From an optimization exercise on the open Yosys and OpenROAD flow, aimed at small area; shortcuts taken in it are not production practice.
RTL that was checked went through simulation tests only; none was proved equivalent to the original.
Function not checked in run 1: the RTL went through the layout flow alone.
Power is estimated from default activity; no workload was simulated.

==> flow/design.v <==
module rgb2ycbcr(
	input                       clk,rst_n,
	input[7:0]                  rgb_r,
	input[7:0]                  rgb_g,
	input[7:0]                  rgb_b,
	input                       rgb_de,
	output[7:0]                 ycbcr_y,
	output[7:0]                 ycbcr_cb,
	output[7:0]                 ycbcr_cr,
	output reg                  ycbcr_de
);
reg [7:0] r1, g1, b1;
always @(posedge clk) begin
	r1 <= rgb_r; g1 <= rgb_g; b1 <= rgb_b;
end
reg [8:0] e1;
reg [8:0] e2;
reg [7:0] y2_q;
reg [7:0] y3, cb3, cr3, y4, cb4, cr4;
wire i1 = ~g1[0];
wire s2, c2;
rgb2ycbcr_ha u2 (.a(b1[0]), .b(i1), .s(s2), .co(c2));
wire i3 = ~g1[1];
wire s4, c4;
rgb2ycbcr_fa u4 (.a(b1[1]), .b(i3), .c(c2), .s(s4), .co(c4));
wire i5 = ~g1[2];
wire s6, c6;
rgb2ycbcr_fa u6 (.a(b1[2]), .b(i5), .c(c4), .s(s6), .co(c6));
wire i7 = ~g1[3];
wire s8, c8;
rgb2ycbcr_fa u8 (.a(b1[3]), .b(i7), .c(c6), .s(s8), .co(c8));
wire i9 = ~g1[4];
wire s10, c10;
rgb2ycbcr_fa u10 (.a(b1[4]), .b(i9), .c(c8), .s(s10), .co(c10));
wire i11 = ~g1[5];
wire s12, c12;
rgb2ycbcr_fa u12 (.a(b1[5]), .b(i11), .c(c10), .s(s12), .co(c12));
wire i13 = ~g1[6];
wire s14, c14;
rgb2ycbcr_fa u14 (.a(b1[6]), .b(i13), .c(c12), .s(s14), .co(c14));
wire i15 = ~g1[7];
wire s16, c16;
rgb2ycbcr_fa u16 (.a(b1[7]), .b(i15), .c(c14), .s(s16), .co(c16));
wire s17, c17;
rgb2ycbcr_ha u17 (.a(r1[0]), .b(i1), .s(s17), .co(c17));
wire s18, c18;
rgb2ycbcr_fa u18 (.a(r1[1]), .b(i3), .c(c17), .s(s18), .co(c18));
wire s19, c19;
rgb2ycbcr_fa u19 (.a(r1[2]), .b(i5), .c(c18), .s(s19), .co(c19));
wire s20, c20;
rgb2ycbcr_fa u20 (.a(r1[3]), .b(i7), .c(c19), .s(s20), .co(c20));
wire s21, c21;
rgb2ycbcr_fa u21 (.a(r1[4]), .b(i9), .c(c20), .s(s21), .co(c21));
wire s22, c22;
rgb2ycbcr_fa u22 (.a(r1[5]), .b(i11), .c(c21), .s(s22), .co(c22));
wire s23, c23;
rgb2ycbcr_fa u23 (.a(r1[6]), .b(i13), .c(c22), .s(s23), .co(c23));
wire s24, c24;
rgb2ycbcr_fa u24 (.a(r1[7]), .b(i15), .c(c23), .s(s24), .co(c24));
wire c25 = r1[0]&b1[0];
wire c26 = (r1[1]&b1[1])|(r1[1]&c25)|(b1[1]&c25);
wire c27 = (r1[2]&b1[2])|(r1[2]&c26)|(b1[2]&c26);
wire s28, c28;
rgb2ycbcr_fa u28 (.a(r1[3]), .b(b1[0]), .c(b1[3]), .s(s28), .co(c28));
wire c29 = s28&c27;
wire s30, c30;
rgb2ycbcr_fa u30 (.a(r1[4]), .b(g1[0]), .c(b1[0]), .s(s30), .co(c30));
wire s31, c31;
rgb2ycbcr_fa u31 (.a(b1[1]), .b(b1[4]), .c(c28), .s(s31), .co(c31));
wire c32 = (s30&s31)|(s30&c29)|(s31&c29);
wire s33, c33;
rgb2ycbcr_fa u33 (.a(r1[5]), .b(g1[1]), .c(b1[1]), .s(s33), .co(c33));
wire s34, c34;
rgb2ycbcr_fa u34 (.a(b1[2]), .b(b1[5]), .c(c30), .s(s34), .co(c34));
wire s35, c35;
rgb2ycbcr_fa u35 (.a(s33), .b(c31), .c(s34), .s(s35), .co(c35));
wire c36 = s35&c32;
wire s37, c37;
rgb2ycbcr_fa u37 (.a(r1[0]), .b(r1[6]), .c(g1[2]), .s(s37), .co(c37));
wire s38, c38;
rgb2ycbcr_fa u38 (.a(b1[2]), .b(b1[3]), .c(b1[6]), .s(s38), .co(c38));
wire s39, c39;
rgb2ycbcr_fa u39 (.a(c33), .b(s37), .c(s38), .s(s39), .co(c39));
wire s40, c40;
rgb2ycbcr_fa u40 (.a(c34), .b(s39), .c(c35), .s(s40), .co(c40));
wire c41 = s40&c36;
wire s42, c42;
rgb2ycbcr_xnor u42x (.a(r1[1]), .b(r1[7]), .y(s42));
rgb2ycbcr_or u42o (.a(r1[1]), .b(r1[7]), .y(c42));
wire s43, c43;
rgb2ycbcr_fa u43 (.a(g1[0]), .b(g1[3]), .c(b1[3]), .s(s43), .co(c43));
wire s44, c44;
rgb2ycbcr_fa u44 (.a(b1[4]), .b(b1[7]), .c(c37), .s(s44), .co(c44));
wire s45, c45;
rgb2ycbcr_fa u45 (.a(c38), .b(s42), .c(s43), .s(s45), .co(c45));
wire s46, c46;
rgb2ycbcr_fa u46 (.a(c39), .b(s44), .c(s45), .s(s46), .co(c46));
wire c47 = (s46&c40)|(s46&c41)|(c40&c41);
wire s48, c48;
rgb2ycbcr_fa u48 (.a(r1[2]), .b(g1[1]), .c(g1[4]), .s(s48), .co(c48));
wire s49, c49;
rgb2ycbcr_fa u49 (.a(b1[4]), .b(b1[5]), .c(c42), .s(s49), .co(c49));
wire s50, c50;
rgb2ycbcr_fa u50 (.a(c43), .b(s48), .c(c44), .s(s50), .co(c50));
wire s51, c51;
rgb2ycbcr_fa u51 (.a(c45), .b(s49), .c(s50), .s(s51), .co(c51));
wire s52, c52;
rgb2ycbcr_fa u52 (.a(c46), .b(s51), .c(c47), .s(s52), .co(c52));
wire s53, c53;
rgb2ycbcr_fa u53 (.a(r1[3]), .b(g1[2]), .c(g1[5]), .s(s53), .co(c53));
wire s54, c54;
rgb2ycbcr_fa u54 (.a(b1[5]), .b(b1[6]), .c(c48), .s(s54), .co(c54));
wire s55, c55;
rgb2ycbcr_fa u55 (.a(s53), .b(c49), .c(s54), .s(s55), .co(c55));
wire s56, c56;
rgb2ycbcr_fa u56 (.a(c50), .b(s55), .c(c51), .s(s56), .co(c56));
wire s57, c57;
rgb2ycbcr_ha u57 (.a(s56), .b(c52), .s(s57), .co(c57));
wire s58, c58;
rgb2ycbcr_fa u58 (.a(r1[4]), .b(g1[3]), .c(g1[6]), .s(s58), .co(c58));
wire s59, c59;
rgb2ycbcr_fa u59 (.a(b1[6]), .b(b1[7]), .c(c53), .s(s59), .co(c59));
wire s60, c60;
rgb2ycbcr_fa u60 (.a(s58), .b(c54), .c(s59), .s(s60), .co(c60));
wire s61, c61;
rgb2ycbcr_fa u61 (.a(c55), .b(s60), .c(c56), .s(s61), .co(c61));
wire s62, c62;
rgb2ycbcr_ha u62 (.a(s61), .b(c57), .s(s62), .co(c62));
wire s63, c63;
rgb2ycbcr_fa u63 (.a(r1[5]), .b(g1[4]), .c(g1[7]), .s(s63), .co(c63));
wire s64, c64;
rgb2ycbcr_fa u64 (.a(b1[7]), .b(c58), .c(s63), .s(s64), .co(c64));
wire s65, c65;
rgb2ycbcr_fa u65 (.a(c59), .b(s64), .c(c60), .s(s65), .co(c65));
wire s66, c66;
rgb2ycbcr_fa u66 (.a(s65), .b(c61), .c(c62), .s(s66), .co(c66));
wire s67, c67;
rgb2ycbcr_xnor u67x (.a(r1[6]), .b(g1[5]), .y(s67));
rgb2ycbcr_or u67o (.a(r1[6]), .b(g1[5]), .y(c67));
wire s68, c68;
rgb2ycbcr_fa u68 (.a(c63), .b(s67), .c(c64), .s(s68), .co(c68));
wire s69, c69;
rgb2ycbcr_fa u69 (.a(s68), .b(c65), .c(c66), .s(s69), .co(c69));
wire s70, c70;
rgb2ycbcr_fa u70 (.a(r1[7]), .b(g1[6]), .c(c67), .s(s70), .co(c70));
wire s71, c71;
rgb2ycbcr_fa u71 (.a(s70), .b(c68), .c(c69), .s(s71), .co(c71));
wire s72, c72;
rgb2ycbcr_fa u72 (.a(g1[7]), .b(c70), .c(c71), .s(s72), .co(c72));
wire i73 = ~e2[0];
wire i74 = ~e2[1];
wire i75 = ~e2[2];
wire i76 = ~e1[0];
wire i77 = ~e2[3];
wire i78 = ~e1[1];
wire i79 = ~e2[4];
wire i80 = ~e1[2];
wire i81 = ~e2[5];
wire i82 = ~e1[3];
wire i83 = ~e2[6];
wire i84 = ~e1[4];
wire i85 = ~e2[7];
wire i86 = ~e1[5];
wire i87 = ~e2[8];
wire i88 = ~e1[6];
wire i89 = ~e1[7];
wire i90 = ~e1[8];
wire c91 = i73&i74;
wire c92 = (i74&i75)|(i74&c91)|(i75&c91);
wire s93, c93;
rgb2ycbcr_fa u93 (.a(i76), .b(i75), .c(i77), .s(s93), .co(c93));
wire c94 = s93&c92;
wire s95, c95;
rgb2ycbcr_fa u95 (.a(i78), .b(i73), .c(i77), .s(s95), .co(c95));
wire s96, c96;
rgb2ycbcr_fa u96 (.a(i79), .b(c93), .c(s95), .s(s96), .co(c96));
wire c97 = c94&s96;
wire s98, c98;
rgb2ycbcr_fa u98 (.a(i80), .b(i74), .c(i79), .s(s98), .co(c98));
wire s99, c99;
rgb2ycbcr_fa u99 (.a(i81), .b(c95), .c(s98), .s(s99), .co(c99));
wire c100 = (c96&s99)|(c96&c97)|(s99&c97);
wire s101, c101;
rgb2ycbcr_fa u101 (.a(e1[0]), .b(i82), .c(i75), .s(s101), .co(c101));
wire s102, c102;
rgb2ycbcr_fa u102 (.a(i81), .b(i83), .c(c98), .s(s102), .co(c102));
wire s103, c103;
rgb2ycbcr_fa u103 (.a(s101), .b(s102), .c(c99), .s(s103), .co(c103));
wire c104 = s103&c100;
wire s105, c105;
rgb2ycbcr_xnor u105x (.a(e1[1]), .b(i84), .y(s105));
rgb2ycbcr_or u105o (.a(e1[1]), .b(i84), .y(c105));
wire s106, c106;
rgb2ycbcr_fa u106 (.a(i77), .b(i83), .c(i85), .s(s106), .co(c106));
wire s107, c107;
rgb2ycbcr_fa u107 (.a(c101), .b(s105), .c(s106), .s(s107), .co(c107));
wire s108, c108;
rgb2ycbcr_fa u108 (.a(c102), .b(s107), .c(c103), .s(s108), .co(c108));
wire s109, c109;
rgb2ycbcr_ha u109 (.a(s108), .b(c104), .s(s109), .co(c109));
wire s110, c110;
rgb2ycbcr_xnor u110x (.a(e1[2]), .b(i86), .y(s110));
rgb2ycbcr_or u110o (.a(e1[2]), .b(i86), .y(c110));
wire s111, c111;
rgb2ycbcr_fa u111 (.a(i79), .b(i85), .c(i87), .s(s111), .co(c111));
wire s112, c112;
rgb2ycbcr_fa u112 (.a(c105), .b(c106), .c(s110), .s(s112), .co(c112));
wire s113, c113;
rgb2ycbcr_fa u113 (.a(s111), .b(c107), .c(s112), .s(s113), .co(c113));
wire s114, c114;
rgb2ycbcr_fa u114 (.a(s113), .b(c108), .c(c109), .s(s114), .co(c114));
wire s115, c115;
rgb2ycbcr_fa u115 (.a(e1[3]), .b(i88), .c(i81), .s(s115), .co(c115));
wire s116, c116;
rgb2ycbcr_fa u116 (.a(i87), .b(c110), .c(c111), .s(s116), .co(c116));
wire s117, c117;
rgb2ycbcr_fa u117 (.a(s115), .b(s116), .c(c112), .s(s117), .co(c117));
wire s118, c118;
rgb2ycbcr_fa u118 (.a(c113), .b(s117), .c(c114), .s(s118), .co(c118));
wire s119, c119;
rgb2ycbcr_xnor u119x (.a(e1[4]), .b(i89), .y(s119));
rgb2ycbcr_or u119o (.a(e1[4]), .b(i89), .y(c119));
wire s120, c120;
rgb2ycbcr_fa u120 (.a(i83), .b(c115), .c(s119), .s(s120), .co(c120));
wire s121, c121;
rgb2ycbcr_fa u121 (.a(c116), .b(s120), .c(c117), .s(s121), .co(c121));
wire s122, c122;
rgb2ycbcr_ha u122 (.a(s121), .b(c118), .s(s122), .co(c122));
wire s123, c123;
rgb2ycbcr_fa u123 (.a(e1[5]), .b(i90), .c(i85), .s(s123), .co(c123));
wire s124, c124;
rgb2ycbcr_fa u124 (.a(c119), .b(s123), .c(c120), .s(s124), .co(c124));
wire s125, c125;
rgb2ycbcr_fa u125 (.a(s124), .b(c121), .c(c122), .s(s125), .co(c125));
wire s126, c126;
rgb2ycbcr_fa u126 (.a(e1[6]), .b(i87), .c(c123), .s(s126), .co(c126));
wire s127, c127;
rgb2ycbcr_fa u127 (.a(s126), .b(c124), .c(c125), .s(s127), .co(c127));
wire s128, c128;
rgb2ycbcr_xnor u128x (.a(e1[7]), .b(c126), .y(s128));
rgb2ycbcr_or u128o (.a(e1[7]), .b(c126), .y(c128));
wire s129, c129;
rgb2ycbcr_ha u129 (.a(s128), .b(c127), .s(s129), .co(c129));
wire s130, c130;
rgb2ycbcr_xnor u130x (.a(e1[8]), .b(c128), .y(s130));
rgb2ycbcr_or u130o (.a(e1[8]), .b(c128), .y(c130));
wire s131, c131;
rgb2ycbcr_ha u131 (.a(s130), .b(c129), .s(s131), .co(c131));
wire c132 = (i73&i76)|(i73&i82)|(i76&i82);
wire s133, c133;
rgb2ycbcr_fa u133 (.a(i74), .b(i78), .c(i84), .s(s133), .co(c133));
wire c134 = c132&s133;
wire s135, c135;
rgb2ycbcr_fa u135 (.a(i75), .b(i80), .c(i86), .s(s135), .co(c135));
wire c136 = (c133&s135)|(c133&c134)|(s135&c134);
wire s137, c137;
rgb2ycbcr_fa u137 (.a(e2[0]), .b(i77), .c(i82), .s(s137), .co(c137));
wire s138, c138;
rgb2ycbcr_fa u138 (.a(i88), .b(c135), .c(s137), .s(s138), .co(c138));
wire c139 = s138&c136;
wire s140, c140;
rgb2ycbcr_xnor u140x (.a(e2[1]), .b(i79), .y(s140));
rgb2ycbcr_or u140o (.a(e2[1]), .b(i79), .y(c140));
wire s141, c141;
rgb2ycbcr_fa u141 (.a(i84), .b(i89), .c(c137), .s(s141), .co(c141));
wire s142, c142;
rgb2ycbcr_fa u142 (.a(s140), .b(s141), .c(c138), .s(s142), .co(c142));
wire s143, c143;
rgb2ycbcr_ha u143 (.a(c139), .b(s142), .s(s143), .co(c143));
wire s144, c144;
rgb2ycbcr_xnor u144x (.a(e2[2]), .b(i81), .y(s144));
rgb2ycbcr_or u144o (.a(e2[2]), .b(i81), .y(c144));
wire s145, c145;
rgb2ycbcr_fa u145 (.a(i86), .b(i90), .c(c140), .s(s145), .co(c145));
wire s146, c146;
rgb2ycbcr_fa u146 (.a(s144), .b(c141), .c(s145), .s(s146), .co(c146));
wire s147, c147;
rgb2ycbcr_fa u147 (.a(c142), .b(s146), .c(c143), .s(s147), .co(c147));
wire s148, c148;
rgb2ycbcr_xnor u148x (.a(e2[3]), .b(i83), .y(s148));
rgb2ycbcr_or u148o (.a(e2[3]), .b(i83), .y(c148));
wire s149, c149;
rgb2ycbcr_fa u149 (.a(i88), .b(c144), .c(s148), .s(s149), .co(c149));
wire s150, c150;
rgb2ycbcr_fa u150 (.a(c145), .b(s149), .c(c146), .s(s150), .co(c150));
wire s151, c151;
rgb2ycbcr_ha u151 (.a(s150), .b(c147), .s(s151), .co(c151));
wire s152, c152;
rgb2ycbcr_xnor u152x (.a(e2[4]), .b(i85), .y(s152));
rgb2ycbcr_or u152o (.a(e2[4]), .b(i85), .y(c152));
wire s153, c153;
rgb2ycbcr_fa u153 (.a(i89), .b(c148), .c(s152), .s(s153), .co(c153));
wire s154, c154;
rgb2ycbcr_fa u154 (.a(c149), .b(s153), .c(c150), .s(s154), .co(c154));
wire s155, c155;
rgb2ycbcr_ha u155 (.a(s154), .b(c151), .s(s155), .co(c155));
wire s156, c156;
rgb2ycbcr_xnor u156x (.a(e2[5]), .b(i87), .y(s156));
rgb2ycbcr_or u156o (.a(e2[5]), .b(i87), .y(c156));
wire s157, c157;
rgb2ycbcr_fa u157 (.a(i90), .b(c152), .c(s156), .s(s157), .co(c157));
wire s158, c158;
rgb2ycbcr_fa u158 (.a(c153), .b(s157), .c(c154), .s(s158), .co(c158));
wire s159, c159;
rgb2ycbcr_ha u159 (.a(c155), .b(s158), .s(s159), .co(c159));
wire s160, c160;
rgb2ycbcr_fa u160 (.a(e2[6]), .b(c156), .c(c157), .s(s160), .co(c160));
wire s161, c161;
rgb2ycbcr_fa u161 (.a(s160), .b(c158), .c(c159), .s(s161), .co(c161));
wire s162, c162;
rgb2ycbcr_xnor u162x (.a(e2[7]), .b(c160), .y(s162));
rgb2ycbcr_or u162o (.a(e2[7]), .b(c160), .y(c162));
wire s163, c163;
rgb2ycbcr_ha u163 (.a(s162), .b(c161), .s(s163), .co(c163));
wire s164, c164;
rgb2ycbcr_xnor u164x (.a(e2[8]), .b(c162), .y(s164));
rgb2ycbcr_or u164o (.a(e2[8]), .b(c162), .y(c164));
wire s165, c165;
rgb2ycbcr_ha u165 (.a(s164), .b(c163), .s(s165), .co(c165));
always @(posedge clk) begin
	e1[0] <= s2;
	e1[1] <= s4;
	e1[2] <= s6;
	e1[3] <= s8;
	e1[4] <= s10;
	e1[5] <= s12;
	e1[6] <= s14;
	e1[7] <= s16;
	e1[8] <= c16;
	e2[0] <= s17;
	e2[1] <= s18;
	e2[2] <= s19;
	e2[3] <= s20;
	e2[4] <= s21;
	e2[5] <= s22;
	e2[6] <= s23;
	e2[7] <= s24;
	e2[8] <= c24;
	y2_q[0] <= s52;
	y2_q[1] <= s57;
	y2_q[2] <= s62;
	y2_q[3] <= s66;
	y2_q[4] <= s69;
	y2_q[5] <= s71;
	y2_q[6] <= s72;
	y2_q[7] <= c72;
end
wire [7:0] y_d = {y2_q[7],y2_q[6],y2_q[5],y2_q[4],y2_q[3],y2_q[2],y2_q[1],y2_q[0]};
wire [7:0] cb_d = {s131,s129,s127,s125,s122,s118,s114,s109};
wire [7:0] cr_d = {s165,s163,s161,s159,s155,s151,s147,s143};
always @(posedge clk) begin
	y3 <= y_d;  cb3 <= cb_d;  cr3 <= cr_d;
	y4 <= y3;   cb4 <= cb3;   cr4 <= cr3;
end
assign ycbcr_y = y4;
assign ycbcr_cb = cb4;
assign ycbcr_cr = cr4;
reg de1, de2, de3;
always @(posedge clk or negedge rst_n) begin
	if (!rst_n) begin
		de1 <= 1'b0; de2 <= 1'b0; de3 <= 1'b0; ycbcr_de <= 1'b0;
	end else begin
		de1 <= rgb_de; de2 <= de1; de3 <= de2; ycbcr_de <= de3;
	end
end
endmodule
module rgb2ycbcr_fa(input a, input b, input c, output s, output co);
	assign s = a ^ b ^ c;
	assign co = (a & b) | (a & c) | (b & c);
endmodule
module rgb2ycbcr_ha(input a, input b, output s, output co);
	assign s = a ^ b;
	assign co = a & b;
endmodule
module rgb2ycbcr_xnor(input a, input b, output y);
	assign y = ~(a ^ b);
endmodule
module rgb2ycbcr_or(input a, input b, output y);
	assign y = a | b;
endmodule
==> flow/flow/run.sh <==
#!/bin/bash
# The standard layout, with two changes: each port is buffered by the
# smallest buffer cell, and the clock tree uses small buffers without dummy loads.
set -euo pipefail
export BUFFER_PORTS_ARGS="-buffer_cell sky130_fd_sc_hd__buf_1"
export CTS_ARGS='-sink_clustering_enable -repair_clock_nets -buf_list {sky130_fd_sc_hd__clkbuf_2 sky130_fd_sc_hd__clkbuf_4 sky130_fd_sc_hd__clkbuf_8} -sink_clustering_size 16 -dont_use_dummy_load'
bash standard.sh finish > standard_flow.log 2>&1
==> flow/standard.sh <==
#!/bin/bash
# synth_recipe.tcl (not shown) runs the flow's synth.tcl, then flattens the netlist and writes it again
# the make line also repeats each setting of config.mk as NAME=value (left out here)
make -C /OpenROAD-flow-scripts/flow DESIGN_CONFIG=/design/flow/config.mk WORK_HOME=/design/flow/orfs CLKGATE_MAP_FILE= SYNTH_SCRIPT=/design/flow/synth_recipe.tcl "${@:-finish}"
==> flow/config.mk <==
export PLATFORM = sky130hd
export DESIGN_NAME = rgb2ycbcr
export DESIGN_NICKNAME = rgb2ycbcr
export VERILOG_FILES = /design/flow/design.v
export SDC_FILE = /design/flow/constraint.sdc
export NUM_CORES = 4
export LEC_CHECK = 0
export CAP_MARGIN = 20
export CORE_MARGIN = 2
export CORE_UTILIZATION = 40
export SLEW_MARGIN = 20
export SYNTH_HIERARCHICAL = 1
==> flow/constraint.sdc <==
create_clock -name core_clock -period 5.0 [get_ports {clk}]
set_input_delay 1.0000 -clock core_clock [delete_from_list [all_inputs] [get_ports {clk}]]
set_output_delay 1.0000 -clock core_clock [all_outputs]
set_load 0.01 [all_outputs]
==> results of run 1 <==
-- layout by cell type (no fill, tap or decap) --
| master | synthesis | routed |
|---|---|---|
| o221ai_1 | 1 | 1 |
| dfxtp_4 | 0 | 1 |
| inv_1 | 28 | 28 |
| a2111oi_0 | 1 | 1 |
| nand3_2 | 1 | 1 |
| buf_4 | 0 | 26 |
| clkbuf_8 | 0 | 9 |
| or2_1 | 12 | 12 |
| a211o_1 | 1 | 1 |
| fa_2 | 0 | 10 |
| ha_4 | 0 | 2 |
| ha_1 | 14 | 12 |
| xnor2_1 | 14 | 14 |
| o2111ai_2 | 0 | 1 |
| a222oi_1 | 1 | 1 |
| a22oi_1 | 1 | 1 |
| nor2_1 | 2 | 2 |
| nand4_1 | 1 | 1 |
| fa_1 | 93 | 83 |
| a21boi_0 | 1 | 1 |
| buf_1 | 0 | 51 |
| a21oi_1 | 2 | 2 |
| maj3_2 | 1 | 1 |
| nand2_1 | 2 | 2 |
| buf_6 | 0 | 1 |
| dfrtp_1 | 4 | 4 |
| nor2b_1 | 1 | 1 |
| a211o_2 | 1 | 1 |
| dfxtp_1 | 98 | 91 |
| o211ai_1 | 1 | 1 |
| dfxtp_2 | 0 | 6 |
-- modules after synthesis, one instance, submodules excluded --
module / copies in the design / cell area [sq um] / cells inside / flip-flops and latches
rgb2ycbcr_or: 12 / 6.26 / 1 / 0
rgb2ycbcr_ha: 14 / 12.5 / 1 / 0
rgb2ycbcr: 1 / 2300 / 149 / 102
rgb2ycbcr_fa: 93 / 20.0 / 1 / 0
rgb2ycbcr_xnor: 14 / 8.76 / 1 / 0
-- layer usage --
layer	up-vias	routed length (um)	global-route usage (%)
li1	1037	-	-
met1	1139	3140	17.8
met2	51	4020	24.8
met3	15	339	4.45
met4	0	206	6.58
met5	-	0	0
-- path summary, 6_finish.rpt --
kind,start,to,slack [ns],cells past startpoint
max,b1[3]$_DFF_P_,y2_q[6]$_DFF_P_,-0.03,15
min,cr3[3]$_DFF_P_,cr4[3]$_DFF_P_,0.33,0
max reg2reg,b1[3]$_DFF_P_,y2_q[6]$_DFF_P_,-0.03,15
min reg2reg,cr3[3]$_DFF_P_,cr4[3]$_DFF_P_,0.33,0
max in group asynchronous,rst_n,de2$_DFF_PN0_,4.37,1
min in group asynchronous,rst_n,de1$_DFF_PN0_,0.45,1
-- cells in the mapped netlist (2+ instances only) --
| master | count |
|---|---|
| a21oi_1 | 2 |
| inv_1 | 28 |
| fa_1 | 93 |
| or2_1 | 12 |
| dfxtp_1 | 98 |
| ha_1 | 14 |
| nor2_1 | 2 |
| xnor2_1 | 14 |
| dfrtp_1 | 4 |
| nand2_1 | 2 |
-- power by group through the flow --
stage	Clock [W]	Sequential (W)	Combinational (W)
3_3_place_gp	0	0.00123	0.00134
2_1_floorplan	0	0.00128	0.000852
6_report	0.000399	0.00122	0.00137
3_5_place_dp	0	0.00124	0.00133
4_1_cts	0.000418	0.00122	0.00137
5_1_grt	0.000451	0.00125	0.00164
-- cell families (layout without fill, tap and decap cells) --
| kind of cell | after synthesis | count (layout) |
|---|---|---|
| xor+xnor | 14 | 14 |
| flops | 102 | 102 |
| buf+inv | 28 | 115 |
| fa+ha+maj | 108 | 108 |
| compound gates | 11 | 11 |
| simple gates | 19 | 19 |
-- final cells by class --
class	count	area [sq um]	share of cell area, %
Multi-Input combinational cell	152	2430	45.8
Sequential cell	102	2070	39.1
Timing Repair Buffer	78	398	7.50
Tap cell	140	175	3.30
Clock buffer	9	124	2.34
Inverter	28	105	1.98
-- sequential cells by signal, indices dropped and copies added, names as in the netlist --
register  cells
r1            8
e2            9
y4            8
y3            8
g1            8
b1            8
y2_q          8
cr3           8
e1            9
cr4           8
de1           1
de2           1
cb3           8
de3           1
ycbcr_de      1
cb4           8
-- through the flow --
step           hold WS (ns)  area, sq um
2_1_floorplan         0.310         4550
3_3_place_gp          0.310         5080
3_5_place_dp          0.312         5080
4_1_cts               0.328         5250
5_1_grt               0.334         5300
6_report              0.327         5300
-- repair_timing --
item | in CTS | in global routing
resized for setup | 7 | 9
endpoints found under the setup margin | 2 | 3
hold buffers | 0 | 0
hold endpoints to repair | 0 | 0
cloned | 0 | 0
setup buffers | 3 | 2
pin swaps | 5 | 5
==> results.txt, run 1 <==
status=failed layout checks; SO Viols=setup timing; Port Buf Inserts=51; Routed WL per cell=15.1 um; slowest stage delay, CP=0.55 ns; Net Count, Synth=416; Antenna diodes=0; library cells used by synthesis=23; Cell Int Power=0.00195 W; Seq/Total Area, Yosys=45.4%; Power Density=564 nW/um^2; Via-to-Cell Ratio=4.40; RSZ-0062 raised after global routing=yes; layout cells sized above 1=16.0%; largest family of logic cells by synthesized area=adder cells; H-tree levels=3; Hold Path Class=reg -> reg; Ys Warns=7; Tcrit/Tclk final=101%; slew at the pin closest to its max-slew limit=0.376 ns; Setup-failing EPs final=1; share of flip-flops with an asynchronous set or reset=3.92%; EDFF count, synth=0; Layout area overhead=16.8%; register share of total power=40.8%; worst path required time=5.32 ns; post-layout util=48.5%; post-synth top area share=43.2%; synth top area cells=dfxtp_1, fa_1, ha_1; final setup margin=-0.0304 ns; die area=12,200 sq um; post-synthesis mux area share=0%; clock sinks=102; GR Overflow Total=0; Worst Path Buf+Inv=1; crit-path leading delay family=adder cells; Mapped Area=4540 sq um; syn avg cell area=16.1 sq um; Logic pwr share=45.9%; clock transition at the registers of the reported paths=0.09 ns; ANT nets after route=0; dpl cells=495; pin count of the biggest net entering global routing=20; Cell Rows=38; final number of hold-violating endpoints=0; Post-Synth Simple-Gate Area=2.48%; number of max-cap violations=0; Post-Route Skew=0.0294 ns; crit-path cells=buf_6 -> fa_2 -> fa_1 -> fa_1 -> a222oi_1 -> a211o_2 -> nand3_2 -> maj3_2 -> fa_2 -> ha_4 -> ha_4 -> fa_2 -> fa_2 -> fa_2 -> fa_2; die extent in x=111 um; Fillers=969; Detailed Route WL=7710 um; Peak VDD IR=0.000272 V; clock latency (worst-skew pair)=0.39 ns; via count=2,242; clock power share=13.4%; GPL Wtd Cong=0.883; first-pass GRT wire length=13,700 um; crit path launch type=flop; vias in the first global route=2,772; Worst path most repeated cell=fa_2; Yosys reg bits=102; Rel. slew slack=74.3%; CTS tree=built; Worst path slowest cell=fa_1; Pleak=2.16 nW; Starting Density=41.5%; peak fanout along the critical path=3; top_reg_cell synth=dfxtp_1; Synth Area in XOR/XNOR=2.70%; clock buffer depth=2; Initial DRC Count=119; number of CTS-inserted buffers=9; area leader, netlist=dfxtp_1; final setup TNS=-0.0304 ns; switching power share of the total=34.8%; Post-layout nets=505; Critical Path End Type=flop; GRT Util Overall=14.9%; initial antenna violation count=0; kind of critical path=reg -> reg; DRC=0; min Tclk post-route=5.03 ns; die height=111 um; highest clock rate=0.199 GHz; IO Count=52; Critical Path AT=5.35 ns; max-slew violation count=0; Mapped Cells=282; Compound-Gate Fraction of Synth Area=1.93%; Layout Cells excl Fill=509; CORE AREA=10,900 sq um; worst slack, placed=-0.202 ns; post-synthesis adder-cell area fraction=45.1%; first drt pass iteration count=4; P_sw=0.00104 W; root buf cell=clkbuf_8; post-DP HPWL=6450 um; total power=0.00299 W
==> run 2, diff against run 1 <==
--- a/flow/design.v
+++ b/flow/design.v
@@ -59,6 +59,8 @@
 rgb2ycbcr_fa u24 (.a(r1[7]), .b(i15), .c(c23), .s(s24), .co(c24));
 wire c25 = r1[0]&b1[0];
-wire c26 = (r1[1]&b1[1])|(r1[1]&c25)|(b1[1]&c25);
-wire c27 = (r1[2]&b1[2])|(r1[2]&c26)|(b1[2]&c26);
+wire c26;
+rgb2ycbcr_maj u26 (.a(r1[1]), .b(b1[1]), .c(c25), .y(c26));
+wire c27;
+rgb2ycbcr_maj u27 (.a(r1[2]), .b(b1[2]), .c(c26), .y(c27));
 wire s28, c28;
 rgb2ycbcr_fa u28 (.a(r1[3]), .b(b1[0]), .c(b1[3]), .s(s28), .co(c28));
@@ -68,5 +70,6 @@
 wire s31, c31;
 rgb2ycbcr_fa u31 (.a(b1[1]), .b(b1[4]), .c(c28), .s(s31), .co(c31));
-wire c32 = (s30&s31)|(s30&c29)|(s31&c29);
+wire c32;
+rgb2ycbcr_maj u32 (.a(s30), .b(s31), .c(c29), .y(c32));
 wire s33, c33;
 rgb2ycbcr_fa u33 (.a(r1[5]), .b(g1[1]), .c(b1[1]), .s(s33), .co(c33));
@@ -96,5 +99,6 @@
 wire s46, c46;
 rgb2ycbcr_fa u46 (.a(c39), .b(s44), .c(s45), .s(s46), .co(c46));
-wire c47 = (s46&c40)|(s46&c41)|(c40&c41);
+wire c47;
+rgb2ycbcr_maj u47 (.a(s46), .b(c40), .c(c41), .y(c47));
 wire s48, c48;
 rgb2ycbcr_fa u48 (.a(r1[2]), .b(g1[1]), .c(g1[4]), .s(s48), .co(c48));
@@ -167,5 +171,6 @@
 wire i90 = ~e1[8];
 wire c91 = i73&i74;
-wire c92 = (i74&i75)|(i74&c91)|(i75&c91);
+wire c92;
+rgb2ycbcr_maj u92 (.a(i74), .b(i75), .c(c91), .y(c92));
 wire s93, c93;
 rgb2ycbcr_fa u93 (.a(i76), .b(i75), .c(i77), .s(s93), .co(c93));
@@ -180,5 +185,6 @@
 wire s99, c99;
 rgb2ycbcr_fa u99 (.a(i81), .b(c95), .c(s98), .s(s99), .co(c99));
-wire c100 = (c96&s99)|(c96&c97)|(s99&c97);
+wire c100;
+rgb2ycbcr_maj u100 (.a(c96), .b(s99), .c(c97), .y(c100));
 wire s101, c101;
 rgb2ycbcr_fa u101 (.a(e1[0]), .b(i82), .c(i75), .s(s101), .co(c101));
@@ -247,5 +253,6 @@
 wire s131, c131;
 rgb2ycbcr_ha u131 (.a(s130), .b(c129), .s(s131), .co(c131));
-wire c132 = (i73&i76)|(i73&i82)|(i76&i82);
+wire c132;
+rgb2ycbcr_maj u132 (.a(i73), .b(i76), .c(i82), .y(c132));
 wire s133, c133;
 rgb2ycbcr_fa u133 (.a(i74), .b(i78), .c(i84), .s(s133), .co(c133));
@@ -253,5 +260,6 @@
 wire s135, c135;
 rgb2ycbcr_fa u135 (.a(i75), .b(i80), .c(i86), .s(s135), .co(c135));
-wire c136 = (c133&s135)|(c133&c134)|(s135&c134);
+wire c136;
+rgb2ycbcr_maj u136 (.a(c133), .b(s135), .c(c134), .y(c136));
 wire s137, c137;
 rgb2ycbcr_fa u137 (.a(e2[0]), .b(i77), .c(i82), .s(s137), .co(c137));
@@ -373,4 +381,7 @@
 	assign co = a & b;
 endmodule
+module rgb2ycbcr_maj(input a, input b, input c, output y);
+	assign y = (a & b) | (a & c) | (b & c);
+endmodule
 module rgb2ycbcr_xnor(input a, input b, output y);
 	assign y = ~(a ^ b);
==> run 2 against run 1 <==
Compared with the run above:
- now clean on timing, DRC and antenna
- critical endpoint unchanged
- synthesized cell count is 1.8% lower
- largest cell class unchanged
- sequential power hardly changed
- sequential share of layout area is 1.2 points higher
- utilization is 1.7 points lower
- combinational power is 7% lower
- highest routed layer unchanged
==> results.txt, run 2 <==
Cell Rows=38 (unchanged); Fillers=1,018 (+5.1%); most frequent cells in the layout=dfxtp_1, fa_1, buf_1; H-tree levels=3 (unchanged); slowest stage delay, CP=0.46 ns (-0.09 ns); final number of hold-violating endpoints=0 (unchanged); Critical Path End Type=flop; Net Count, Synth=411 (-1.2%); P_sw=0.000999 W (-3.8%); register share of total power=42.0% (+1.2 points); Critical Path AT=5.09 ns (-0.26 ns); slew at the pin closest to its max-slew limit=0.351 ns (-0.0252 ns); crit path launch type=flop; leading cell type in the layout, fill and taps excluded=dfxtp_1; Ys Warns=7 (unchanged); Rel. slew slack=76.6% (+2.3 points); Yosys reg bits=102 (unchanged); Pleak=2.09 nW (-3.3%); library cells used by synthesis=11 (-52%); Peak VDD IR=0.000206 V (-24%); vias in the first global route=2,623 (-5.4%); Starting Density=41.4% (-0.057 points); worst path required time=5.25 ns (-0.07 ns); number of max-cap violations=0 (unchanged); Mapped Cells=277 (-1.8%); peak fanout along the critical path=2 (-1); die extent in x=110 um (about the same); kind of critical path=reg -> reg; Reg area=2060 sq um (-0.42%); Seq/Total Area, Yosys=45.5% (+0.063 points); largest registers=e1 x9, e2 x9; ANT nets after route=0 (unchanged); clock sinks=102 (unchanged); top_reg_cell synth=dfxtp_1; Post-layout nets=484 (-4.2%); Antenna diodes=0 (unchanged); Cell Int Power=0.00190 W (-2.6%); Design Area, Final=5120 sq um (-3.5%); min Tclk post-route=4.84 ns (-0.188 ns); Logic pwr share=44.3% (-1.6 points); pin count of the biggest net entering global routing=16 (-20%); status=timing/DRC/antenna clean; area leader, netlist=dfxtp_1; RSZ-0062 raised after global routing=no; highest clock rate=0.207 GHz (+3.9%); number of CTS-inserted buffers=9 (unchanged); GPL Wtd Cong=0.838 (-5.1%); Tcrit/Tclk final=96.8% (-3.8 points); max-slew violation count=0 (unchanged); Routed WL per cell=14.3 um (-5.6%); Synth top cells by count=dfxtp_1, fa_1, inv_1; CTS tree=built; Hold Path Class=reg -> reg; layout cells sized above 1=9.77% (-6.2 points); Setup-failing EPs final=0 (-1); first-pass GRT wire length=12,500 um (-9.1%); clock power share=13.7% (+0.3 points); Post-Route Skew=0.0211 ns (-0.00830 ns); initial antenna violation count=0 (unchanged); crit-path cells=fa_1 -> fa_1 -> fa_2 -> fa_1 -> and3_1 -> maj3_2 -> fa_1 -> ha_1 -> ha_1 -> fa_2 -> fa_2 -> fa_2 -> fa_1; Worst path most repeated cell=fa_1; post-synth top area share=43.3% (+0.060 points); IO Count=52 (unchanged); Detailed Route WL=6980 um (-9.5%); final setup TNS=0 ns (+0.0304 ns); clock latency (worst-skew pair)=0.36 ns (-0.03 ns); GRT Util Overall=13.4% (-1.5 points); Worst path slowest cell=fa_1; synth top area cells=dfxtp_1, fa_1, ha_1; DRC=0 (unchanged); Layout Cells excl Fill=488 (-4.1%); switching power share of the total=34.5% (-0.29 points); syn avg cell area=16.4 sq um (+1.7%); Power Density=566 nW/um^2 (+0.47%); GR Overflow Total=0 (unchanged); Post-Place Cell Area=4980 sq um (-2.0%); share of flip-flops with an asynchronous set or reset=3.92% (unchanged); Initial DRC Count=22 (-82%); final hold slack=0.322 ns (-0.00498 ns); die height=110 um (about the same); Port Buf Inserts=51 (unchanged); post-DP HPWL=6020 um (-6.7%); Via-to-Cell Ratio=4.28 (-2.8%); Layout area overhead=12.9%; CORE AREA=10,900 sq um (unchanged); clock buffer depth=2 (unchanged); Mapped Area=4530 sq um (-0.14%); most frequent cell after synthesis=dfxtp_1; first drt pass iteration count=4 (unchanged); via count=2,090 (-6.8%); multi-input logic area=2380 sq um (-1.9%); die area=12,200 sq um (-0.14%); dpl cells=479 (-3.2%); clock transition at the registers of the reported paths=0.09 ns (about the same); root buf cell=clkbuf_8; EDFF count, synth=0 (unchanged)
run 2: changes by cell type after synthesis, sizes merged, moves of 2 or more:
cell and delta:
and2 +5, inv -2, and3 +2, nand2 -2
a211o -2, a21oi -2, maj3 +7
run 2: layout make-up:
type                       count  share of cell area, %
sequential                   102                   40.3
clock buffer                   9                   2.42
inverter                      26                   1.91
multi-input combinational    149                   46.6
timing repair buffer          62                   5.35
tap                          140                   3.42
run 2: worst max-delay path, delay by kind of cell, from the launching register on:
family,cells,cell delay (ns)
fa+ha+maj,12,4.19
simple gates,1,0.19
flops,1,0.34
run 2: repair_timing:
action                                  in CTS  in global routing
setup buffers                                0                  0
gates resized for setup                      2                  4
endpoints found under the setup margin       1                  2
hold buffers                                 0                  0
run 2: per-stage QoR:
step                      worst slack [ns]  power (W)  util [%]
after global placement              0.0154    0.00253      45.5
after global routing               0.00120    0.00323      46.8
after CTS                           0.0350    0.00298      46.7
final                                0.158    0.00290      46.8
after floorplan                     0.0816    0.00211         -
after detailed placement           -0.0684    0.00255      45.5
run 2: path summary, 6_finish.rpt:
| check | end | slack, ns | depth (start not counted) | from |
|---|---|---|---|---|
| worst min-delay path | y3[3]$_DFF_P_ | 0.32 | 0 | y2_q[3]$_DFF_P_ |
| worst max-delay path | y2_q[6]$_DFF_P_ | 0.16 | 13 | r1[4]$_DFF_P_ |
| max in group asynchronous | de2$_DFF_PN0_ | 4.37 | 1 | rst_n |
| min in group asynchronous | de3$_DFF_PN0_ | 0.45 | 1 | rst_n |
| worst min register to register | y3[3]$_DFF_P_ | 0.32 | 0 | y2_q[3]$_DFF_P_ |
| worst max register to register | y2_q[6]$_DFF_P_ | 0.16 | 13 | r1[4]$_DFF_P_ |
run 2: power by group through the flow:
stage	sequential [W]	clock [W]	combinational (W)
2_1_floorplan	0.00127	0	0.000836
3_3_place_gp	0.00124	0	0.00130
3_5_place_dp	0.00124	0	0.00131
4_1_cts	0.00122	0.000417	0.00134
5_1_grt	0.00125	0.000448	0.00153
6_report	0.00122	0.000397	0.00128
run 2: per-layer routing:
layer  wire length (um)  part of all wire, %  track usage [%]
met5                  0                    0                0
met4                153                  2.2             5.75
met3                290                  4.2             3.57
met2               3620                   52             22.9
met1               2910                   42             16.1
run 2: cell families (layout without fill, tap and decap cells):
family,after synthesis,after routing,share of synthesized area [%]
adder cells (fa/ha/maj),115,115,46.9
AND/OR/NAND/NOR,20,20,2.71
XOR/XNOR,14,14,2.71
flip-flops,102,102,45.5
buffers and inverters,26,97,2.15
run 2: Yosys stat by module, one instance, submodules excluded:
| module | cells | copies in the design | flip-flops and latches | cell area [sq um] |
|---|---|---|---|---|
| rgb2ycbcr_fa | 1 | 93 | 0 | 20.0 |
| rgb2ycbcr_or | 1 | 12 | 0 | 6.26 |
| rgb2ycbcr_ha | 1 | 14 | 0 | 12.5 |
| rgb2ycbcr | 136 | 1 | 102 | 2210 |
| rgb2ycbcr_maj | 1 | 8 | 0 | 11.3 |
| rgb2ycbcr_xnor | 1 | 14 | 0 | 8.76 |
==> run 3, diff against run 2 <==
--- a/flow/config.mk
+++ b/flow/config.mk
@@ -6,7 +6,9 @@
 export NUM_CORES = 4
 export LEC_CHECK = 0
+export ABC_AREA = 1
 export CAP_MARGIN = 20
 export CORE_MARGIN = 2
 export CORE_UTILIZATION = 40
+export GPL_TIMING_DRIVEN = 0
 export SLEW_MARGIN = 20
 export SYNTH_HIERARCHICAL = 1
==> run 3 against run 2 <==
Compared with the run above:
- wire length up 8.3%
- count of clock-buffer cells in the layout unchanged
- worst setup slack better by 0.042 ns
- combinational power about the same
- non-clock buffer count down 11
- cell count up 22%
- global-route usage up 0.43 points
- power up 1.2%
- clock skew up 0.015 ns
- worst hold slack worse by 0.0065 ns
- largest power group unchanged
- synthesized area up 6.7%
- largest cell class unchanged
==> results.txt, run 3 <==
status=timing/DRC/antenna clean; clock latency (worst-skew pair)=0.38 ns (+0.02 ns); Mapped Cells=390 (+41%); most frequent cell after synthesis=dfxtp_1; final hold slack=0.315 ns (-0.00647 ns); switching power share of the total=36.0% (+1.5 points); dpl cells=588 (+23%); clock sinks=102 (unchanged); IO Count=52 (unchanged); Via-to-Cell Ratio=4.26 (-0.54%); Tcrit/Tclk final=96.0% (-0.83 points); reg2reg end=y2_q[6]$_DFF_P_; Net Count, Synth=524 (+27%); syn avg cell area=12.4 sq um (-24%); Reg2Reg Depth=11 (-2); Setup-failing EPs final=0 (unchanged); share of flip-flops with an asynchronous set or reset=3.92% (unchanged); Yosys reg bits=102 (unchanged); Layout Cells excl Fill=597 (+22%); Cell Rows=40 (+5.3%); Worst Hold Depth=0 (unchanged); Critical Path AT=5.04 ns (-0.05 ns); die extent in x=114 um (+3.2%); Reg area=2070 sq um (+0.36%); first-pass GRT wire length=13,400 um (+7.5%); min-delay src=y3[6]$_DFF_P_; P_sw=0.00105 W (+5.5%); kind of critical path=reg -> reg; register share of total power=41.7% (-0.3 points); first drt pass iteration count=4 (unchanged); Synth top cells by count=dfxtp_1, fa_1, inv_1, nand2_1, ha_1; worst slack, placed=0.0307 ns (+0.0992 ns); EDFF count, synth=0 (unchanged); root buf cell=clkbuf_8; Starting Density=40.6% (-0.86 points); Initial DRC Count=65 (+200%); crit path launch type=flop; H-tree levels=3 (unchanged); leading cell type in the layout, fill and taps excluded=dfxtp_1; vias in the first global route=2,912 (+11%); Cell Int Power=0.00188 W (-1.1%); final setup margin=0.200 ns (+0.0417 ns); DRC=0 (unchanged); clock buffer depth=2 (unchanged); number of CTS-inserted buffers=9 (unchanged); slew at the pin closest to its max-slew limit=0.349 ns (-0.00161 ns); Logic pwr share=44.8% (+0.5 points); final setup TNS=0 ns (unchanged); Post-layout nets=586 (+21%); Hold Path End=y4[6]$_DFF_P_; RSZ-0062 raised after global routing=no; Power Density=548 nW/um^2 (-3.2%); Port Buf Inserts=51 (unchanged); min Tclk post-route=4.80 ns (-0.0417 ns); GPL Wtd Cong=0.847 (+1.1%); library cells used by synthesis=9 (-2); via count=2,543 (+22%); post-synth top area share=40.6% (-2.7 points); Fillers=1,147 (+13%); Post-Route Skew=0.0357 ns (+0.0146 ns); hold buffers post-CTS=0 (unchanged); peak fanout along the critical path=5 (+3); number of max-cap violations=0 (unchanged); Ys Warns=7 (unchanged); Seq/Total Area, Yosys=42.7% (-2.8 points); post-DP HPWL=6390 um (+6.2%); Antenna diodes=0 (unchanged); most frequent cells in the layout=dfxtp_1, fa_1, nand2_1; Layout area overhead=10.7%; Routed WL per cell=12.7 um (-11%); worst r2r src=r1[6]$_DFF_P_; Critical Path End Type=flop; area leader, netlist=dfxtp_1; pin count of the biggest net entering global routing=19 (+3); Detailed Route WL=7560 um (+8.3%); final number of hold-violating endpoints=0 (unchanged); Hold Path Class=reg -> reg; layout cells sized above 1=6.67% (-3.1 points); ANT nets after route=0 (unchanged); Pleak=2.54 nW (+22%); flop-to-flop setup slack=0.20 ns (+0.04 ns); highest clock rate=0.208 GHz (+0.87%); CTS tree=built; max-slew violation count=0 (unchanged); worst path required time=5.24 ns (about the same); post-layout util=44.9% (-1.9 points); CORE AREA=11,900 sq um (+8.9%); largest registers=e1 x9, e2 x9; initial antenna violation count=0 (unchanged); GRT Util Overall=13.8% (+0.43 points); GR Overflow Total=0 (unchanged); clock power share=13.5% (-0.2 points); top_reg_cell synth=dfxtp_1; multi-input logic area=2460 sq um (+3.3%); clock transition at the registers of the reported paths=0.10 ns (about the same); Peak VDD IR=0.000310 V (+50%); Mapped Area=4830 sq um (+6.7%); die height=114 um (+3.2%); die area=13,000 sq um (+6.4%); synth top area cells=dfxtp_1, fa_1, inv_1; Rel. slew slack=76.7% (+0.11 points)
[run 3: per-stage QoR]
stage / cell area [sq um] / power, W
after floorplan: 4830 / 0.00214
after global placement: 5210 / 0.00254
after detailed placement: 5210 / 0.00258
after CTS: 5330 / 0.00300
after global routing: 5350 / 0.00326
final: 5350 / 0.00293
[run 3: worst max path at each step]
| stage | from | to | depth (start not counted) |
|---|---|---|---|
| 2_1_floorplan | r1[4]$_DFF_P_ | y2_q[6]$_DFF_P_ | 15 |
| 3_3_place_gp | r1[6]$_DFF_P_ | y2_q[6]$_DFF_P_ | 11 |
| 3_5_place_dp | e2[4]$_DFF_P_ | cb3[7]$_DFF_P_ | 13 |
| 4_1_cts | e2[4]$_DFF_P_ | cb3[7]$_DFF_P_ | 13 |
| 5_1_grt | r1[4]$_DFF_P_ | y2_q[6]$_DFF_P_ | 15 |
| 6_report | r1[6]$_DFF_P_ | y2_q[6]$_DFF_P_ | 11 |
[run 3: layout make-up]
type | count | area share (%)
clock buffer | 9 | 2.32
inverter | 85 | 5.96
multi-input combinational | 203 | 46.0
sequential | 102 | 38.7
tap | 147 | 3.44
timing repair buffer | 51 | 3.58
[run 3: power by group through the flow]
stage | clock network [W] | registers (W) | logic [W]
2_1_floorplan | 0 | 0.00127 | 0.000866
3_3_place_gp | 0 | 0.00124 | 0.00130
3_5_place_dp | 0 | 0.00125 | 0.00133
4_1_cts | 0.000421 | 0.00123 | 0.00135
5_1_grt | 0.000451 | 0.00125 | 0.00156
6_report | 0.000397 | 0.00122 | 0.00131
[run 3: worst max-delay path, cell delays in order, from the launching register on]
cell and delay, ns:
dfxtp_1 0.39, fa_1 0.43, fa_1 0.39, fa_1 0.46, fa_1 0.39, fa_1 0.39, fa_1 0.46, ha_1 0.24
fa_1 0.39, fa_2 0.36, fa_2 0.34, fa_1 0.44
[run 3: cells by family (layout without fill, tap and decap cells)]
kind of cell	after synthesis	after routing	share of synthesized area (%)
flip-flops	102	102	42.7
AND/OR/NAND/NOR	96	96	8.59
adder cells (fa/ha/maj)	107	107	42.1
buffers and inverters	85	145	6.60
[run 3: metal layers]
layer / wire, um / vias up / GRT usage, %
li1: - / 1228 / -
met1: 3080 / 1263 / 15.7
met2: 4060 / 39 / 24.7
met3: 288 / 13 / 4.52
met4: 131 / 0 / 4.55
met5: 0 / - / 0
[run 3: Yosys stat by module (local to each module, per instance)]
module | times used | flip-flops and latches | cell area (sq um) | cells
rgb2ycbcr_or | 12 | 0 | 11.3 | 3
rgb2ycbcr_fa | 93 | 0 | 20.0 | 1
rgb2ycbcr_xnor | 14 | 0 | 18.8 | 5
rgb2ycbcr_ha | 14 | 0 | 12.5 | 1
rgb2ycbcr | 1 | 102 | 2230 | 145
rgb2ycbcr_maj | 8 | 0 | 21.3 | 4
[run 3: timing repair]
action / in CTS / in global routing
endpoints found under the setup margin: 0 / 3
gates resized for setup: 0 / 12
setup buffers: 0 / 0
==> run 4, diff against run 3 <==
--- a/flow/config.mk
+++ b/flow/config.mk
@@ -6,5 +6,4 @@
 export NUM_CORES = 4
 export LEC_CHECK = 0
-export ABC_AREA = 1
 export CAP_MARGIN = 20
 export CORE_MARGIN = 2
==> run 4 against run 3 <==
Compared with the run above:
- count of clock-buffer cells in the layout is the same
- cell count shrank 20%
- register-to-register slack lost 0.04 ns
- synthesized cell count shrank 29%
- worst setup slack lost 0.041 ns
- cell area shrank 5.7%
- synthesized area shrank 6.2%
- critical endpoint unchanged
- still clean on timing, DRC and antenna
- wire length shrank 12%
==> results.txt, run 4 <==
status=timing/DRC/antenna clean; peak fanout along the critical path=3 (-2); Detailed Route WL=6660 um (-12%); clock transition at the registers of the reported paths=0.10 ns (about the same); DRC=0 (unchanged); max-slew violation count=0 (unchanged); Seq/Total Area, Yosys=45.5% (+2.8 points); Rel. slew slack=75.7% (-0.95 points); Peak VDD IR=0.000258 V (-17%); Post-layout nets=473 (-19%); die extent in x=110 um (-3.1%); GPL Wtd Cong=0.834 (-1.6%); GRT Util Overall=12.5% (-1.4 points); Post-Place Cell Area=4900 sq um (-6.0%); die area=12,200 sq um (-6.0%); kind of critical path=reg -> reg; Fillers=1,021 (-11%); Reg area=2070 sq um (unchanged); GR Overflow Total=0 (unchanged); synth top area cells=dfxtp_1, fa_1, ha_1; clock latency (worst-skew pair)=0.36 ns (-0.02 ns); Post-Route Skew=0.0309 ns (-0.00486 ns); die height=110 um (-3.1%); Critical Path End Type=flop; post-synth top area share=43.3% (+2.7 points); Design Area, Final=5050 sq um (-5.7%); CTS tree=built; Yosys reg bits=102 (unchanged); Routed WL per cell=14.0 um (+10%); Setup-failing EPs final=0 (unchanged); root buf cell=clkbuf_8; share of flip-flops with an asynchronous set or reset=3.92% (unchanged); Port Buf Inserts=51 (unchanged); Via-to-Cell Ratio=4.35 (+2.1%); Synth top cells by count=dfxtp_1, fa_1, inv_1; Cell Rows=38 (-5.0%); pin count of the biggest net entering global routing=19 (unchanged); largest registers=e1 x9, e2 x9; initial antenna violation count=0 (unchanged); min Tclk post-route=4.84 ns (+0.0415 ns); first drt pass iteration count=4 (unchanged); Setup Fix Bufs, Post-CTS=0 (unchanged); via count=2,075 (-18%); crit path launch type=flop; Layout area overhead=11.4%; number of CTS-inserted buffers=9 (unchanged); library cells used by synthesis=11 (+2); Mapped Cells=277 (-29%); CORE AREA=10,900 sq um (-8.2%); Mapped Area=4530 sq um (-6.2%); final hold slack=0.327 ns (+0.0116 ns); clock buffer depth=2 (unchanged); vias in the first global route=2,547 (-13%); highest clock rate=0.207 GHz (-0.86%); slew at the pin closest to its max-slew limit=0.363 ns (+0.0143 ns); Ys Warns=7 (unchanged); top_reg_cell synth=dfxtp_1; IO Count=52 (unchanged); H-tree levels=3 (unchanged); layout cells sized above 1=8.90% (+2.2 points); final number of hold-violating endpoints=0 (unchanged); hold buffers post-CTS=0 (unchanged); clock sinks=102 (unchanged); EDFF count, synth=0 (unchanged); post-DP HPWL=5570 um (-13%); most frequent cells in the layout=dfxtp_1, fa_1, buf_1; first-pass GRT wire length=11,900 um (-11%); Critical Path AT=5.08 ns (+0.04 ns); RSZ-0062 raised after global routing=no; Tcrit/Tclk final=96.8% (+0.83 points); Initial DRC Count=32 (-51%); Antenna diodes=0 (unchanged); most frequent cell after synthesis=dfxtp_1; final setup TNS=0 ns (unchanged); leading cell type in the layout, fill and taps excluded=dfxtp_1; Net Count, Synth=411 (-22%); multi-input logic area=2390 sq um (-3.0%); syn avg cell area=16.4 sq um (+32%); worst path required time=5.24 ns (about the same); number of max-cap violations=0 (unchanged); Starting Density=41.4% (+0.86 points); area leader, netlist=dfxtp_1; Pleak=2.03 nW (-20%); Hold Path Class=reg -> reg; Power Density=566 nW/um^2 (+3.2%); ANT nets after route=0 (unchanged)
-- run 4: cell type report --
cell class / instances / share of cell area (%)
multi-input combinational: 149 / 47.3
inverter: 26 / 1.93
clock buffer: 9 / 2.45
tap: 140 / 3.47
sequential: 102 / 41.1
timing repair buffer: 51 / 3.79
-- run 4: modules after synthesis (local to each module, per instance) --
| module | flip-flops and latches | times used |
|---|---|---|
| rgb2ycbcr_ha | 0 | 14 |
| rgb2ycbcr_maj | 0 | 8 |
| rgb2ycbcr_fa | 0 | 93 |
| rgb2ycbcr_xnor | 0 | 14 |
| rgb2ycbcr_or | 0 | 12 |
| rgb2ycbcr | 102 | 1 |
-- run 4: what timing repair did --
action                                  in CTS  in global routing
gates cloned                                 0                  0
resized for setup                            6                  8
endpoints found under the setup margin       2                  3
-- run 4: per-stage QoR --
stage               power (W)  utilization (%)  worst slack (ns)  instances
floorplan             0.00211                -            0.0816        277
global placement      0.00250             44.8            -0.145        468
detailed placement    0.00252             44.8            -0.193        468
CTS                   0.00295             46.0            0.0269        477
global route          0.00321             46.2           0.00428        477
finish                0.00286             46.2             0.158        477
-- run 4: logic make-up after synthesis --
family,share of synthesized area [%]
AND/OR/NAND/NOR,2.71
buffers and inverters,2.15
XOR/XNOR,2.71
adder cells (fa/ha/maj),46.9
flip-flops,45.5
-- run 4: power by group --
group | switching, W | internal (W) | leakage, nW
clock | 0.000235 | 0.000162 | 0.0647
combinational | 0.000647 | 0.000588 | 1.09
sequential | 0.0000947 | 0.00113 | 0.874
-- run 4: per-layer routing --
metal | track usage (%) | wire length, um | vias up | share of wire (%)
met5 | 0 | 0 | - | 0
met3 | 2.58 | 209 | 8 | 3.1
met4 | 4.50 | 77 | 0 | 1.2
met2 | 21.9 | 3580 | 34 | 54
met1 | 15.2 | 2800 | 1085 | 42
li1 | - | - | 948 | -
-- run 4: critical path: stages (launching register included) --
cell     delay, ns
dfxtp_4       0.37
fa_2          0.39
fa_1          0.46
fa_2          0.36
fa_1          0.43
and3_1        0.19
maj3_2        0.32
fa_1          0.37
ha_1          0.19
ha_1          0.19
fa_2          0.35
fa_2          0.36
fa_2          0.34
fa_1          0.44
-- run 4: final timing paths --
path / end / depth (start not counted) / slack, ns / startpoint
worst max-delay path: y2_q[6]$_DFF_P_ / 13 / 0.16 / r1[4]$_DFF_P_
worst min-delay path: cr4[2]$_DFF_P_ / 0 / 0.33 / cr3[2]$_DFF_P_
worst max register to register: y2_q[6]$_DFF_P_ / 13 / 0.16 / r1[4]$_DFF_P_
worst min register to register: cr4[2]$_DFF_P_ / 0 / 0.33 / cr3[2]$_DFF_P_
max in group asynchronous: de2$_DFF_PN0_ / 1 / 4.36 / rst_n
min in group asynchronous: ycbcr_de$_DFF_PN0_ / 1 / 0.46 / rst_n
==> run 5, diff against run 4 <==
--- a/flow/config.mk
+++ b/flow/config.mk
@@ -8,5 +8,5 @@
 export CAP_MARGIN = 20
 export CORE_MARGIN = 2
-export CORE_UTILIZATION = 40
+export CORE_UTILIZATION = 55
 export GPL_TIMING_DRIVEN = 0
 export SLEW_MARGIN = 20
==> run 5 against run 4 <==
Compared with the run above:
- clock skew grew 0.0095 ns
- flip-flop and latch count is the same
- critical endpoint unchanged
- register-to-register slack got worse by 0.02 ns
- maximum frequency decreased by 0.44%
- highest routed layer unchanged
- wire length down 3.4%
- worst setup slack worse by 0.022 ns
- cell area decreased by 0.47%
- critical path type unchanged
==> results.txt, run 5 <==
min Tclk post-route=4.86 ns (+0.0216 ns); Routed WL per cell=14.5 um (+3.8%); peak fanout along the critical path=3 (unchanged); CORE AREA=8090 sq um (-26%); metal2 WL=3440 um (-3.7%); Critical Path AT=5.13 ns (+0.05 ns); largest registers=e1 x9, e2 x9; slew at the pin closest to its max-slew limit=0.331 ns (-0.0320 ns); most frequent cell after synthesis=dfxtp_1; top_reg_cell synth=dfxtp_1; Critical Path End Type=flop; Yosys reg bits=102 (unchanged); Power Density=568 nW/um^2 (+0.43%); via count=2,058 (-0.82%); hold buffers post-CTS=0 (unchanged); status=timing/DRC/antenna clean; RSZ-0062 raised after global routing=yes; Port Buf Inserts=51 (unchanged); Worst path slowest cell=fa_1; Mapped Area=4530 sq um (unchanged); GRT Util Overall=17.6% (+5.1 points); die area=8980 sq um (-26%); Antenna diodes=0 (unchanged); Ys Warns=7 (unchanged); Net Count, Synth=411 (unchanged); Synth top cells by count=dfxtp_1, fa_1, inv_1; crit path launch type=flop; die height=94.8 um (-14%); synth top area cells=dfxtp_1, fa_1, ha_1; Post-layout nets=475 (+0.42%); highest routed layer=met4; Mapped Cells=277 (unchanged); Initial DRC Count=23 (-28%); worst slack, placed=-0.182 ns (+0.0108 ns); vias in the first global route=2,340 (-8.1%); Setup-failing EPs final=0 (unchanged); Tcrit/Tclk final=97.3% (+0.43 points); IO Count=52 (unchanged); number of CTS-inserted buffers=9 (unchanged); DR WL met3=225 um (+7.7%); final number of hold-violating endpoints=0 (unchanged); final setup TNS=0 ns (unchanged); most frequent cells in the layout=dfxtp_1, fa_1, buf_1; Cell Rows=33 (-13%); Layout area overhead=10.9%; Pleak=2.04 nW (+0.28%); Via-to-Cell Ratio=4.64 (+6.6%); crit-path leading delay family=adder cells; Worst Path Buf+Inv=0 (unchanged); initial antenna violation count=0 (unchanged); crit-path cells=fa_2 -> fa_1 -> fa_2 -> fa_1 -> and3_1 -> maj3_2 -> fa_2 -> ha_2 -> ha_2 -> fa_2 -> fa_2 -> fa_2 -> fa_1; first-pass GRT wire length=11,200 um (-5.6%); kind of critical path=reg -> reg; library cells used by synthesis=11 (unchanged); CTS tree=built; final setup margin=0.137 ns (-0.0216 ns); GPL Wtd Cong=0.850 (+1.9%); highest clock rate=0.206 GHz (-0.44%); slowest stage delay, CP=0.50 ns (+0.04 ns); root buf cell=clkbuf_8; syn avg cell area=16.4 sq um (unchanged); first drt pass iteration count=4 (unchanged); clock transition at the registers of the reported paths=0.11 ns (about the same); Hold Path Class=reg -> reg; area leader, netlist=dfxtp_1; post-DP HPWL=5330 um (-4.4%); Peak VDD IR=0.000238 V (-7.9%); worst path required time=5.26 ns (+0.02 ns); Post-Route Skew=0.0404 ns (+0.00953 ns); ANT nets after route=0 (unchanged); max-slew violation count=0 (unchanged); GR Overflow Total=0 (unchanged); share of flip-flops with an asynchronous set or reset=3.92% (unchanged); Rel. slew slack=77.9% (+2.1 points); die extent in x=94.8 um (-14%); clock buffer depth=2 (unchanged); H-tree levels=3 (unchanged); layout cells sized above 1=10.0% (+1.1 points); pin count of the biggest net entering global routing=22 (+3); number of max-cap violations=0 (unchanged); leading cell type in the layout, fill and taps excluded=dfxtp_1; post-synth top area share=43.3% (unchanged); Worst path most repeated cell=fa_2; M1 wire length=2690 um (-4.0%); Seq/Total Area, Yosys=45.5% (unchanged); DRC=0 (unchanged); Starting Density=56.0% (+15 points); EDFF count, synth=0 (unchanged); clock latency (worst-skew pair)=0.37 ns (about the same); Detailed Route WL=6440 um (-3.4%); clock sinks=102 (unchanged)
-- run 5: per-stage QoR --
stage          utilization, %  power [W]  hold slack (ns)  std cells  area [sq um]
5_1_grt                  62.1    0.00322            0.318        444          5020
4_1_cts                  61.7    0.00294            0.313        442          4990
2_1_floorplan               -    0.00211            0.310        277          4530
3_3_place_gp             60.0    0.00249            0.310        433          4850
3_5_place_dp             60.0    0.00252            0.312        433          4850
6_report                 62.1    0.00285            0.311        444          5020
-- run 5: what timing repair did --
item,in CTS,in global routing
endpoints found under the hold margin,0,0
gates resized for setup,6,10
setup buffers,0,2
pin swaps,0,3
endpoints found under the setup margin,2,3
-- run 5: cells by family after synthesis --
family,share of synthesized area [%]
xor gates and xnor gates,2.71
adders and majority gates,46.9
buffers and inverters,2.15
DFF,45.5
and+or+nand+nor,2.71
-- run 5: layout make-up --
class                           instances  area, sq um
Timing Repair Buffer                   53          206
Multi-Input combinational cell        149         2390
Tap cell                              105          131
Clock buffer                            9          124
Fill cell                             668         3070
Sequential cell                       102         2070
Inverter                               26         97.6
-- run 5: path summary, 6_finish.rpt --
check / from / to / slack, ns / depth (start not counted)
max: r1[4]$_DFF_P_ / y2_q[6]$_DFF_P_ / 0.14 / 13
min: y2_q[2]$_DFF_P_ / y3[2]$_DFF_P_ / 0.31 / 0
max reg2reg: r1[4]$_DFF_P_ / y2_q[6]$_DFF_P_ / 0.14 / 13
min reg2reg: y2_q[2]$_DFF_P_ / y3[2]$_DFF_P_ / 0.31 / 0
max in group asynchronous: rst_n / de1$_DFF_PN0_ / 4.34 / 1
min in group asynchronous: rst_n / ycbcr_de$_DFF_PN0_ / 0.47 / 1
-- run 5: per-module statistics from Yosys, one instance, submodules excluded --
module          cells  area (sq um)
rgb2ycbcr         136          2210
rgb2ycbcr_fa        1          20.0
rgb2ycbcr_ha        1          12.5
rgb2ycbcr_maj       1          11.3
rgb2ycbcr_xnor      1          8.76
rgb2ycbcr_or        1          6.26
-- run 5: power breakdown --
group          switching (W)  internal, W
Combinational       0.000650     0.000591
Sequential         0.0000908      0.00113
Clock               0.000233     0.000162
Total               0.000975      0.00188
-- run 5: layer usage --
layer / GRT usage (%) / up-vias
li1: - / 954
met1: 21.5 / 1061
met2: 31.0 / 36
met3: 4.55 / 7
met4: 5.07 / 0
met5: 0 / -

## re-timing with driven ports
Ports are ideal in the flow. The routed layouts listed here were re-timed in OpenROAD. Step 1 sets driving cells, clkbuf_16 on the clock port and buf_2 on the other inputs (assumed; they add their load-dependent delay and slew). Step 2 times the ports against the registers' clock, not the clock port: input delays grow and output delays shrink by t, the midpoint of the rising clock arrivals with the driver on. Three values: ideal, step 1, step 2; two values: the first two.
run	t (ns)	slack for setup (ns)	worst setup path after step 2	latest minus earliest clock arrival (ns)	worst slew at a driven data input, ns
run 1	0.403	-0.030 / -0.030 / -0.030	register to register	0.031 / 0.030	0.05
run 2	0.381	0.158 / 0.158 / 0.158	register to register	0.022 / 0.022	0.04
run 3	0.391	0.200 / 0.200 / 0.200	register to register	0.036 / 0.036	0.04
run 4	0.369	0.158 / 0.158 / 0.158	register to register	0.032 / 0.031	0.03
run 5	0.384	0.137 / 0.137 / 0.137	register to register	0.041 / 0.041	0.03
